Context: an optimization exercise on an open-source flow, tuned for small area, a short achievable clock period and few clock cycles. The choices shown serve that exercise and are no tape-out recipe. Where RTL was checked, it was by simulation tests only, not by an equivalence proof against the original.

==> flow/design.v <==
module finder(clk,rst_n,wr,din,find,dfind,full,is,location);
	input clk;
	input rst_n;
	input wr;
	input [7:0] din;
	input find;
	input [7:0] dfind;
	output reg full;
	output reg is;
	output [5:0] location;
	reg [7:0] mem [0:62];
	reg [5:0] pointer;
	always @(posedge clk or negedge rst_n)
		if (!rst_n) begin
			pointer <= 6'd0;
			full <= 1'b0;
		end else if (wr) begin
			if (pointer != 6'd63) begin
				pointer <= pointer + 6'd1;
				full <= 1'b0;
			end else begin
				pointer <= 6'd0;
				full <= 1'b1;
			end
		end
	genvar i;
	generate
		for (i = 0; i < 63; i = i + 1) begin : g_mem
			always @(posedge clk)
				if (wr && pointer == i)
					mem[i] <= din;
		end
	endgenerate
	wire [5:0] p = location;	 
	wire [63:0] m;
	generate
		for (i = 0; i < 63; i = i + 1) begin : g_cmp
			assign m[i] = (mem[i] == dfind);
		end
	endgenerate
	assign m[63] = 1'b0;
	wire [31:0] hs;
	generate
		for (i = 0; i < 32; i = i + 1) begin : g_h
			assign hs[i] = (m[i] & ~p[5] & (p[4:0] <= i)) |
			               (m[32 + i] & p[5] & (p[4:0] <= i));
		end
	endgenerate
	function [5:0] first32(input [31:0] v);
		reg [4:0] idx;
		integer k;
		begin
			idx = 5'd0;
			for (k = 31; k >= 0; k = k - 1)
				if (v[k]) idx = k;
			first32 = {|v, idx};
		end
	endfunction
	wire [5:0] c_h = first32(hs);
	wire [5:0] c_l = first32(m[31:0]);
	wire [5:0] c_u = first32(m[63:32]);
	reg n_h, s_l, s_u, loc5;
	reg [4:0] i_h, i_l, i_u;
	always @(posedge clk or negedge rst_n)
		if (!rst_n) begin
			is <= 1'b0;
			n_h <= 1'b0;
			s_l <= 1'b0;
			s_u <= 1'b0;
			loc5 <= 1'b0;
			i_h <= 5'd0;
			i_l <= 5'd0;
			i_u <= 5'd0;
		end else if (find) begin
			is <= c_l[5] | c_u[5];
			n_h <= ~c_h[5];
			s_l <= ~c_h[5] & (p[5] ? c_l[5] : ~c_u[5]);
			s_u <= ~c_h[5] & (p[5] ? ~c_l[5] : c_u[5]);
			loc5 <= c_h[5] ? p[5] : (p[5] ? ~c_l[5] : c_u[5]);
			i_h <= c_h[4:0];
			i_l <= c_l[4:0];
			i_u <= c_u[4:0];
		end
	assign location = {loc5, ({5{~n_h}} & i_h) | ({5{s_l}} & i_l) | ({5{s_u}} & i_u)};
endmodule
Settings: LEC_CHECK=0, CAP_MARGIN=20, CORE_MARGIN=2, CORE_UTILIZATION=40, CTS_BUF_LIST=sky130_fd_sc_hd__clkbuf_8, CTS_CLUSTER_DIAMETER=60, CTS_CLUSTER_SIZE=18, SETUP_SLACK_MARGIN=4.5, SLEW_MARGIN=20; clock period 8.0 ns.
run.sh (not shown) runs the stock make flow with config.mk's settings and CLKGATE_MAP_FILE= SYNTH_SCRIPT=/design/flow/synth_recipe.tcl, a recipe that flattens the netlist after the stock synthesis.
Testbench counts at the start, summed over its fixed seeds: cycles 2,400.
Edit:
==> flow/design.v (replaced) <==
module finder(clk,rst_n,wr,din,find,dfind,full,is,location);
	input clk;
	input rst_n;
	input wr;
	input [7:0] din;
	input find;
	input [7:0] dfind;
	output reg full;
	output reg is;
	output [5:0] location;
	reg [7:0] mem [0:62];
	reg [5:0] pointer;
	always @(posedge clk or negedge rst_n)
		if (!rst_n) begin
			pointer <= 6'd0;
			full <= 1'b0;
		end else if (wr) begin
			if (pointer != 6'd63) begin
				pointer <= pointer + 6'd1;
				full <= 1'b0;
			end else begin
				pointer <= 6'd0;
				full <= 1'b1;
			end
		end
	genvar i;
	generate
		for (i = 0; i < 63; i = i + 1) begin : g_mem
			always @(posedge clk)
				if (wr && pointer == i)
					mem[i] <= din;
		end
	endgenerate
	wire [63:0] m;
	wire [63:0] h;
	generate
		for (i = 0; i < 63; i = i + 1) begin : g_cmp
			assign m[i] = (mem[i] == dfind);
			assign h[i] = m[i] & (location <= i);
		end
	endgenerate
	assign m[63] = 1'b0;
	assign h[63] = 1'b0;
	function [6:0] first64(input [63:0] v);
		reg [5:0] idx;
		integer k;
		begin
			idx = 6'd0;
			for (k = 63; k >= 0; k = k - 1)
				if (v[k]) idx = k;
			first64 = {|v, idx};
		end
	endfunction
	wire [6:0] fh = first64(h);
	wire [6:0] fm = first64(m);
	reg [5:0] fh_r, fm_r;
	reg anyh_r;
	always @(posedge clk or negedge rst_n)
		if (!rst_n) begin
			is <= 1'b0;
			anyh_r <= 1'b0;
			fh_r <= 6'd0;
			fm_r <= 6'd0;
		end else if (find) begin
			is <= fm[6];
			anyh_r <= fh[6];
			fh_r <= fh[5:0];
			fm_r <= fm[5:0];
		end
	assign location = anyh_r ? fh_r : fm_r;
endmodule
After rerunning: The new run passed the timing, design-rule and antenna checks; non-clock buffer count increases by 26; maximum frequency decreases by 0.30%; routed wire length increases by 12%; worst setup slack degrades by 0.011 ns; cell area increases by 4.4%; sequential share of layout area decreases by 3.0 points; area after synthesis increases by 1.0%.
Testbench counts after the change, summed over its fixed seeds: cycles 2,400.

* * *

## old
Another version of the RTL of finder (not shown whole).
For scale: ~2000 cells after synthesis, roughly 540 flip-flops, ~28 I/O pins, roughly 26000 µm² of cells after synthesis.
==> module finder, before the edit <==
module finder(clk,rst_n,wr,din,find,dfind,full,is,location);
	input clk;
	input rst_n;
	input wr;
	input [7:0] din;
	input find;
	input [7:0] dfind;
	output reg full;
	output reg is;
	output [5:0] location;
	reg [7:0] mem [0:62];
	reg [5:0] pointer;
	always @(posedge clk or negedge rst_n)
		if (!rst_n) begin
			pointer <= 6'd0;
			full <= 1'b0;
		end else if (wr) begin
			if (pointer != 6'd63) begin
				pointer <= pointer + 6'd1;
				full <= 1'b0;
			end else begin
				pointer <= 6'd0;
				full <= 1'b1;
			end
		end
	genvar i;
	generate
		for (i = 0; i < 63; i = i + 1) begin : g_mem
			wire we;
			and2 u_we (.a(wr), .b(pointer == i), .y(we));
			always @(posedge clk)
				if (we)
					mem[i] <= din;
		end
	endgenerate
	wire [5:0] p;
	wire [63:0] m;
	wire [63:0] h;
	generate
		for (i = 0; i < 63; i = i + 1) begin : g_cmp
			eq8 u_eq (.a(mem[i]), .b(dfind), .y(m[i]));
			assign h[i] = m[i] & (p <= i);
		end
	endgenerate
	assign m[63] = 1'b0;
	assign h[63] = 1'b0;
	function [5:0] first32(input [31:0] v);
		reg [4:0] idx;
		integer k;
		begin
			idx = 5'd0;
			for (k = 31; k >= 0; k = k - 1)
				if (v[k]) idx = k;
			first32 = {|v, idx};
		end
	endfunction
	wire [5:0] c_hl = first32(h[31:0]);
	wire [5:0] c_hh = first32(h[63:32]);
	wire [5:0] c_ml = first32(m[31:0]);
	wire [5:0] c_mh = first32(m[63:32]);
	reg n_hl, s_hh, s_ml, s_mh;
	reg q_hl, q_hh, q_ml, q_mh;
	reg [4:0] i_hl, i_hh, i_ml, i_mh;
	wire e_hl = c_hl[5];
	wire e_hh = ~c_hl[5] & c_hh[5];
	wire e_ml = ~c_hl[5] & ~c_hh[5] & c_ml[5];
	wire e_mh = ~c_hl[5] & ~c_hh[5] & ~c_ml[5];
	always @(posedge clk or negedge rst_n)
		if (!rst_n) begin
			is <= 1'b0;
			n_hl <= 1'b0;
			s_hh <= 1'b0;
			s_ml <= 1'b0;
			s_mh <= 1'b0;
			q_hl <= 1'b1;
			q_hh <= 1'b1;
			q_ml <= 1'b1;
			q_mh <= 1'b1;
			i_hl <= 5'd0;
			i_hh <= 5'd0;
			i_ml <= 5'd0;
			i_mh <= 5'd0;
		end else if (find) begin
			is <= c_ml[5] | c_mh[5];
			n_hl <= ~e_hl;
			s_hh <= e_hh;
			s_ml <= e_ml;
			s_mh <= e_mh;
			q_hl <= e_hl;
			q_hh <= ~e_hh;
			q_ml <= ~e_ml;
			q_mh <= ~e_mh;
			i_hl <= c_hl[4:0];
			i_hh <= c_hh[4:0];
			i_ml <= c_ml[4:0];
			i_mh <= c_mh[4:0];
		end
	sel4 u_loc (.s({s_mh, s_ml, s_hh, n_hl}), .a(i_hl), .b(i_hh), .c(i_ml), .d(i_mh), .y(location));
	sel4 u_p (.s({~q_mh, ~q_ml, ~q_hh, ~q_hl}), .a(i_hl), .b(i_hh), .c(i_ml), .d(i_mh), .y(p));
endmodule
==> module sel4, before the edit <==
module sel4(s, a, b, c, d, y);
	input [3:0] s;
	input [4:0] a, b, c, d;
	output [5:0] y;
	assign y = {s[1] | s[3],
	            ({5{~s[0]}} & a) | ({5{s[1]}} & b) | ({5{s[2]}} & c) | ({5{s[3]}} & d)};
endmodule
==> module and2, before the edit <==
module and2(a, b, y);
	input a;
	input b;
	output y;
	assign y = a & b;
endmodule
Settings: LEC_CHECK=0, CAP_MARGIN=20, CORE_MARGIN=2, CORE_UTILIZATION=40, CTS_BUF_LIST=sky130_fd_sc_hd__clkbuf_8, CTS_CLUSTER_DIAMETER=60, CTS_CLUSTER_SIZE=18, SETUP_SLACK_MARGIN=4.5, SLEW_MARGIN=20, SYNTH_HIERARCHICAL=1; clock period 8.0 ns.
Having completed the whole flow, old delivered a layout that passed the timing, design-rule and antenna checks.
Input changes introduced in new (baseline for comparison: old):
==> flow/design.v <==
module finder(clk,rst_n,wr,din,find,dfind,full,is,location);
	input clk;
	input rst_n;
	input wr;
	input [7:0] din;
	input find;
	input [7:0] dfind;
	output reg full;
	output reg is;
	output [5:0] location;
	reg [7:0] mem [0:62];
	reg [5:0] pointer;
	always @(posedge clk or negedge rst_n)
		if (!rst_n) begin
			pointer <= 6'd0;
			full <= 1'b0;
		end else if (wr) begin
			if (pointer != 6'd63) begin
				pointer <= pointer + 6'd1;
				full <= 1'b0;
			end else begin
				pointer <= 6'd0;
				full <= 1'b1;
			end
		end
	genvar i;
	generate
		for (i = 0; i < 63; i = i + 1) begin : g_mem
			always @(posedge clk)
				if (wr && pointer == i)
					mem[i] <= din;
		end
	endgenerate
	wire [5:0] p;
	wire [63:0] m;
	wire [63:0] h;
	generate
		for (i = 0; i < 63; i = i + 1) begin : g_cmp
			eq8 u_eq (.a(mem[i]), .b(dfind), .y(m[i]));
			assign h[i] = m[i] & (p <= i);
		end
	endgenerate
	assign m[63] = 1'b0;
	assign h[63] = 1'b0;
	function [5:0] first32(input [31:0] v);
		reg [4:0] idx;
		integer k;
		begin
			idx = 5'd0;
			for (k = 31; k >= 0; k = k - 1)
				if (v[k]) idx = k;
			first32 = {|v, idx};
		end
	endfunction
	wire [5:0] c_hl = first32(h[31:0]);
	wire [5:0] c_hh = first32(h[63:32]);
	wire [5:0] c_ml = first32(m[31:0]);
	wire [5:0] c_mh = first32(m[63:32]);
	reg s_hh, s_ml, s_mh;
	reg [4:0] i_hl, i_hh, i_ml, i_mh;
	always @(posedge clk or negedge rst_n)
		if (!rst_n) begin
			is <= 1'b0;
			s_hh <= 1'b0;
			s_ml <= 1'b0;
			s_mh <= 1'b0;
			i_hl <= 5'd0;
			i_hh <= 5'd0;
			i_ml <= 5'd0;
			i_mh <= 5'd0;
		end else if (find) begin
			is <= c_ml[5] | c_mh[5];
			s_hh <= ~c_hl[5] & c_hh[5];
			s_ml <= ~c_hl[5] & ~c_hh[5] & c_ml[5];
			s_mh <= ~c_hl[5] & ~c_hh[5] & ~c_ml[5];
			i_hl <= c_hl[4:0];
			i_hh <= c_hh[4:0];
			i_ml <= c_ml[4:0];
			i_mh <= c_mh[4:0];
		end
	sel4 u_loc (.s({s_mh, s_ml, s_hh}), .a(i_hl), .b(i_hh), .c(i_ml), .d(i_mh), .y(location));
	sel4 u_p (.s({s_mh, s_ml, s_hh}), .a(i_hl), .b(i_hh), .c(i_ml), .d(i_mh), .y(p));
endmodule
module eq8(a, b, y);
	input [7:0] a;
	input [7:0] b;
	output y;
	assign y = (a == b);
endmodule
module sel4(s, a, b, c, d, y);
	input [2:0] s;
	input [4:0] a, b, c, d;
	output [5:0] y;
	wire sa = ~(s[0] | s[1] | s[2]);
	assign y = {s[0] | s[2],
	            ({5{sa}} & a) | ({5{s[0]}} & b) | ({5{s[1]}} & c) | ({5{s[2]}} & d)};
endmodule
==> comparison <==
- In the floorplan summary, new is listed with a die area less than that of old.
- Summary of new over old: minimum setup slack in the final design fell by 120 ps; clock skew fell by 18 ps; number of non-filler instances in the completed layout fell by about 4.3%.
- Relative to old, first-pass GRT wire length has decreased by 2.6 mm in new.
- In new relative to old, number of distinct library cells after synthesis had gone up by more than a quarter.
- Number of nets in the finished design: new vs old down about 6%
- Cell area | new vs old | new smaller
- new vs. old: final critical-path share of the clock period picked up an extra 1.5 points, setup TNS after final layout neither gained nor lost much.
No run of this note included a check of the RTL's function; only the layout flow was run.

-- afterwards: timing with drivers on the ports --
No port has a modelled driver above. Below, the same layouts with a new extraction and two added sets of constraints.
Step 1 sets driving cells, clkbuf_16 on the clock port and buf_2 on the other inputs (assumed; they add their load-dependent delay and slew).
Step 2 adds t to the input delays and takes it off the output delays; t is the mean of the earliest and latest rising clock arrival at the registers after step 1. Input paths then give back, and output paths get back, about the clock's delay inside the block.
Three values: ideal, step 1, step 2; two values: the first two.
run | t, ns | setup slack, ns | clock arrival spread, ns
the first run of note 1 | 0.708 | 4.509 / 4.457 / 3.749 | 0.038 / 0.039
the second run of note 1 | 0.707 | 4.498 / 4.392 / 3.685 | 0.076 / 0.077
old | 0.722 | 4.513 / 4.363 / 3.640 | 0.062 / 0.063
new | 0.719 | 4.392 / 4.378 / 3.659 | 0.036 / 0.036
After both steps every run listed still meets setup and hold. The setup slack of old, which loses most, moves by -0.150 ns with the drivers and by -0.873 ns with both steps.
